Context: an optimization exercise on an open-source flow, tuned for small area. The choices shown serve that exercise and are no tape-out recipe.
Function was checked by simulation only, so behaviour that the tests miss may differ from the original.

$ cat constraint.sdc
create_clock -name core_clock -period 8.0 [get_ports {clk}]
set_input_delay 1.6000 -clock core_clock [delete_from_list [all_inputs] [get_ports {clk}]]
set_output_delay 1.6000 -clock core_clock [all_outputs]
set_load 0.01 [all_outputs]
$ cat config.mk
export PLATFORM = sky130hd
export DESIGN_NAME = processing_element
export DESIGN_NICKNAME = processing_element
export VERILOG_FILES = /design/flow/design.v
export SDC_FILE = /design/flow/constraint.sdc
export NUM_CORES = 4
export LEC_CHECK = 0
export CAP_MARGIN = 20
export CORE_MARGIN = 2
export CORE_UTILIZATION = 40
export SLEW_MARGIN = 20
$ cat run.sh
#!/bin/bash
# synth_recipe.tcl (not shown) runs the flow's synth.tcl, then flattens the netlist and writes it again
# the make line also repeats each setting of config.mk as NAME=value (left out here)
make -C /OpenROAD-flow-scripts/flow DESIGN_CONFIG=/design/flow/config.mk WORK_HOME=/design/flow/orfs CLKGATE_MAP_FILE= SYNTH_SCRIPT=/design/flow/synth_recipe.tcl finish
$ cat design.v
module processing_element (
    input clk, reset,
    input [15:0] in_a, in_b,
    output reg [15:0] out_a, out_b,
    output reg [31:0] acc
);
    always @(posedge clk or posedge reset) begin
        if (reset) begin
            acc <= 32'b0; out_a <= 16'b0; out_b <= 16'b0;
        end else begin
            acc <= acc + (in_a * in_b);
            out_a <= in_a; out_b <= in_b;
        end
    end
endmodule
==> notes.md <==
- The reg-to-reg endpoint is acc[28]$_DFF_PP0_.
- The detailed-route via count is 7991.
- The sum of negative setup slack is 0 ps.
- The run finished with no timing, DRC or antenna violations.
- The area growth from synthesis to final layout is 16.5%.
- The clock net sink count is 64.
- The number of cells produced by synthesis is 1209.
- The post-route clock skew is 9.56 ps.
- At the end of routability-driven placement, the weighted congestion stood at 0.847.
- The arrival time at the worst endpoint is 7660 ps.
- The number of cells upsized or downsized after cts is 0.
- The first-pass GRT wire length is 46300 µm.
- The ratio of routed vias to standard cells is 4.71.
- The max-slew violation total from the final report was 0.
- The final global-route overflow total is 0.
- The wire length per cell after detailed routing is 16.2 µm.
- The area share of the largest cell type after synthesis is 40.1%.
- The floorplan die area is 29500 µm².
- For this block, the routed nets add up to 27500 µm of wire.
- Tracing the worst setup path back leads to its startpoint at in_b[6].
- The launch point of the worst reg-to-reg path is acc[9]$_DFF_PP0_.
- Cells with a size suffix above 1 make up 5.09% of the layout.
- The number of antenna diodes in the final layout is 0.
- The largest buffer count on any clock path is 2.
- The setup fix buffers added after clock tree synthesis is 0.
- Ranked by total cell area, the synthesized netlist is headed by sky130_fd_sc_hd__fa_1 (40%), sky130_fd_sc_hd__dfrtp_1 (14%), sky130_fd_sc_hd__ha_1 (11%).
- The H-tree was split into 3 levels.
- The max-cap violation count is 0.
- The pre-antenna-repair detailed-routing pass consisted of 7 iterations.
- The maximum number of pins on one net before global-route repair is 65.
- The number of buffers created by CTS is 9.
- The synthesized design contains 64 register bits.
- The top-level I/O count is 98.
- The final cycle utilization of the critical path is 93.1%.
- Setup slack on the critical path of the routed design comes to 552 ps.
- The endpoint kind of the worst setup timing path is a register.
- The proportion of register bits with asynchronous set or reset after synthesis is 100%.
- The largest total area in the synthesized netlist belongs to sky130_fd_sc_hd__fa_1.
- The data required time at the worst endpoint is 8210 ps.
- For the worst flop-to-flop path, the logic depth is 15.
- TritonCTS built the clock tree.
- Measured along the x axis, the die boundary spans 172 µm.
- The number of buffers inserted by port buffering is 97.
- The tightest min-delay check is of the register to register type.
- The number of antenna violations at the first check in global routing is 0.
- After synthesis the cells add up to 11200 µm².
- Counting flops with a built-in enable in the synthesized netlist gives 0.
- The transition at the pin with the smallest max-transition slack is 920 ps.
- The number of DRC violations after detailed routing is 0.
- The number of global-route vias before repair is 8557.
- The number of fill cells in the layout is 2656.
- The placed wire-length estimate after detailed placement is 23200 µm.
- The critical path class is input port to register.
- The worst setup path is launched from an input port.
- The number of hold buffers added after CTS is 0.
- In the final design database the tool counted 1671 nets.
- Of all nets on the critical path, the largest fanout is 15.
- For this run, the number of Yosys warnings is 1.
- For this run, the total global-route usage over all layers was measured as 20.4%.
- The detail route stage leaves a number of antenna-violating nets equal to 0.
- The portion of the post-synthesis area used by sequential elements is 14.3%.
- The minimum setup slack after placement is 237 ps.
- The core box area is 27700 µm².
- Static timing analysis puts the maximum clock frequency at 0.134 GHz.
- Setup violations remaining at the end of the flow were counted as 0.
- The number of endpoints with negative hold slack in the final report is 0.
- The average footprint of a synthesized cell is 9.29 µm².
- The top flip-flop cell by instance count after synthesis is sky130_fd_sc_hd__dfrtp_1.
- The worst slew slack as a fraction of its limit is 38.7%.
- The number of DRC violations after detailed-routing iteration 0 is 478.
- The number of different library cells used by synthesis comes to 50.
- Clock tree synthesis selected as its root buffer the cell sky130_fd_sc_hd__clkbuf_16.
- The cell row count is 61.
- Setup repair after global routing left no endpoint under its margin.
- The clock period could shrink to 7450 ps.
- In this run the vertical extent of the chip is 172 µm.
- After clock tree synthesis, the clock-pin slew on the worst setup and hold paths is 60 ps.
- The minimum setup slack among reg-to-reg paths is 3460 ps.
- The core utilization of the finished layout is 47.3%.
- Clock latency on the worst-skew pair, taken at its later pin, is 350 ps.
- The post-synth net total is 1567.
- Following the worst setup path forward leads to its endpoint at acc[21]$_DFF_PP0_.
- For this configuration, the core starts out at a cell density of 40.6%.
metrics by stage:
stage	hold slack [ps]	cells	instance area (µm²)
2_1_floorplan	545	1209	11200
3_3_place_gp	492	1680	12800
3_5_place_dp	530	1680	12800
4_1_cts	541	1695	13100
5_1_grt	556	1695	13100
6_report	537	1695	13100
worst max-delay path, cell delays in order:
cell	delay [ps]
sky130_fd_sc_hd__clkdlybuf4s50_1	860
sky130_fd_sc_hd__buf_4	210
sky130_fd_sc_hd__nand2_1	70
sky130_fd_sc_hd__fa_1	480
sky130_fd_sc_hd__fa_1	510
sky130_fd_sc_hd__inv_1	50
sky130_fd_sc_hd__fa_1	500
sky130_fd_sc_hd__inv_1	60
sky130_fd_sc_hd__fa_1	560
sky130_fd_sc_hd__fa_1	440
sky130_fd_sc_hd__fa_1	510
sky130_fd_sc_hd__inv_1	50
sky130_fd_sc_hd__ha_1	340
sky130_fd_sc_hd__a21oi_1	260
sky130_fd_sc_hd__o21ai_0	150
sky130_fd_sc_hd__a221o_2	500
sky130_fd_sc_hd__a2111oi_0	390
sky130_fd_sc_hd__a311oi_1	100
layer usage:
layer | routed length, µm | global-route usage (%) | share of wire (%) | vias to the layer above
li1 | - | - | - | 3757
met2 | 12600 | 32.1 | 46 | 179
met1 | 13400 | 30.4 | 49 | 4033
met3 | 1110 | 2.51 | 4.0 | 22
met5 | 0 | 0 | 0 | -
met4 | 310 | 4.02 | 1.1 | 0
registers in the layout, indices dropped and copies added, names as in the netlist:
register and flops:
out_a 16, out_b 16, acc 32
Yosys cell counts, types with 3 or more instances:
master	instances
sky130_fd_sc_hd__a21o_1	4
sky130_fd_sc_hd__a211oi_1	3
sky130_fd_sc_hd__ha_1	99
sky130_fd_sc_hd__a21oi_1	32
sky130_fd_sc_hd__and2_1	117
sky130_fd_sc_hd__nand2_1	172
sky130_fd_sc_hd__xor2_1	13
sky130_fd_sc_hd__nor3_1	5
sky130_fd_sc_hd__fa_1	225
sky130_fd_sc_hd__xnor2_1	14
sky130_fd_sc_hd__o211ai_1	3
sky130_fd_sc_hd__buf_2	3
sky130_fd_sc_hd__o21ai_0	17
sky130_fd_sc_hd__dfrtp_1	64
sky130_fd_sc_hd__clkbuf_1	37
sky130_fd_sc_hd__o21ai_1	4
sky130_fd_sc_hd__and4_1	4
sky130_fd_sc_hd__a311oi_1	3
sky130_fd_sc_hd__nand3_1	5
sky130_fd_sc_hd__nand4_1	5
sky130_fd_sc_hd__nor2_1	14
sky130_fd_sc_hd__inv_1	326
final cells by class:
class	count	area, µm²	area share, %
multi-input cells	777	8240	62.9
clock inverters	4	70.1	0.535
repair buffers	135	1260	9.59
well taps	378	473	3.61
flip-flops and latches	64	1600	12.2
clock buffers	11	233	1.78
inverters	326	1220	9.35
cells by family after synthesis:
logic type	count (synthesis)	share of synthesized area, %
fa+ha+maj	324	51.1
buf+inv	368	12.5
flops	64	14.3
mux	1	0.0891
simple gates	332	14.4
compound gates	93	5.58
xor+xnor	27	2.10
placed cells by master (no fill, tap or decap), types with 2 or more instances in the layout:
cell type and count:
sky130_fd_sc_hd__dfrtp_1 64, sky130_fd_sc_hd__and2_1 117, sky130_fd_sc_hd__a21o_1 4, sky130_fd_sc_hd__o21ai_1 4
sky130_fd_sc_hd__clkinv_2 2, sky130_fd_sc_hd__o211ai_1 3, sky130_fd_sc_hd__xnor2_1 14, sky130_fd_sc_hd__nand2_1 172
sky130_fd_sc_hd__nor3_1 5, sky130_fd_sc_hd__clkbuf_16 9, sky130_fd_sc_hd__a21o_2 2, sky130_fd_sc_hd__o211ai_2 2
sky130_fd_sc_hd__a311oi_1 3, sky130_fd_sc_hd__a2111oi_0 2, sky130_fd_sc_hd__clkdlybuf4s50_1 97, sky130_fd_sc_hd__a31oi_1 2
sky130_fd_sc_hd__nand2b_1 2, sky130_fd_sc_hd__nand4_1 5, sky130_fd_sc_hd__o21ai_0 17, sky130_fd_sc_hd__inv_1 325
sky130_fd_sc_hd__nand3_1 5, sky130_fd_sc_hd__a2111oi_2 2, sky130_fd_sc_hd__o22ai_1 2, sky130_fd_sc_hd__a211oi_1 3
sky130_fd_sc_hd__buf_4 38, sky130_fd_sc_hd__nor2_1 14, sky130_fd_sc_hd__xor2_1 13, sky130_fd_sc_hd__bufinv_16 2
sky130_fd_sc_hd__fa_1 225, sky130_fd_sc_hd__o31ai_1 2, sky130_fd_sc_hd__clkbuf_1 2, sky130_fd_sc_hd__a21oi_2 2
sky130_fd_sc_hd__and4_1 4, sky130_fd_sc_hd__nor4_1 2, sky130_fd_sc_hd__nor2b_1 2, sky130_fd_sc_hd__ha_1 99
sky130_fd_sc_hd__a21oi_1 32
worst min path at each step:
| stage | from | endpoint | slack, ps | cells after the start |
|---|---|---|---|---|
| floorplan | acc[0]$_DFF_PP0_ | acc[0]$_DFF_PP0_ | 550 | 1 |
| global placement | acc[0]$_DFF_PP0_ | acc[0]$_DFF_PP0_ | 490 | 1 |
| detailed placement | acc[0]$_DFF_PP0_ | acc[0]$_DFF_PP0_ | 530 | 1 |
| CTS | acc[0]$_DFF_PP0_ | acc[0]$_DFF_PP0_ | 540 | 1 |
| global route | acc[0]$_DFF_PP0_ | acc[0]$_DFF_PP0_ | 560 | 1 |
| finish | acc[0]$_DFF_PP0_ | acc[0]$_DFF_PP0_ | 540 | 1 |

[what the ideal ports hide]
Ports are ideal in the flow. The routed layout listed here was re-timed in OpenROAD. Step 1, drivers: a clkbuf_16 drives clk and a buf_2 each remaining input, both assumed. Step 2 adds t to the input delays and takes it off the output delays; t is the mean of the earliest and latest rising clock arrival at the registers after step 1. Input paths then give back, and output paths get back, about the clock's delay inside the block. a / b / c = ideal / step 1 / step 2; a / b = the first two.
t (ns): 0.389
slack for setup (ns): 0.552 / 0.572 / 0.183
worst hold slack (ns): 0.537 / 0.537 / 0.537
cell pins on the clock port's net: 1
After both steps this run still meets setup and hold. The setup slack of this run moves by +0.020 ns with the drivers and by -0.369 ns with both steps.
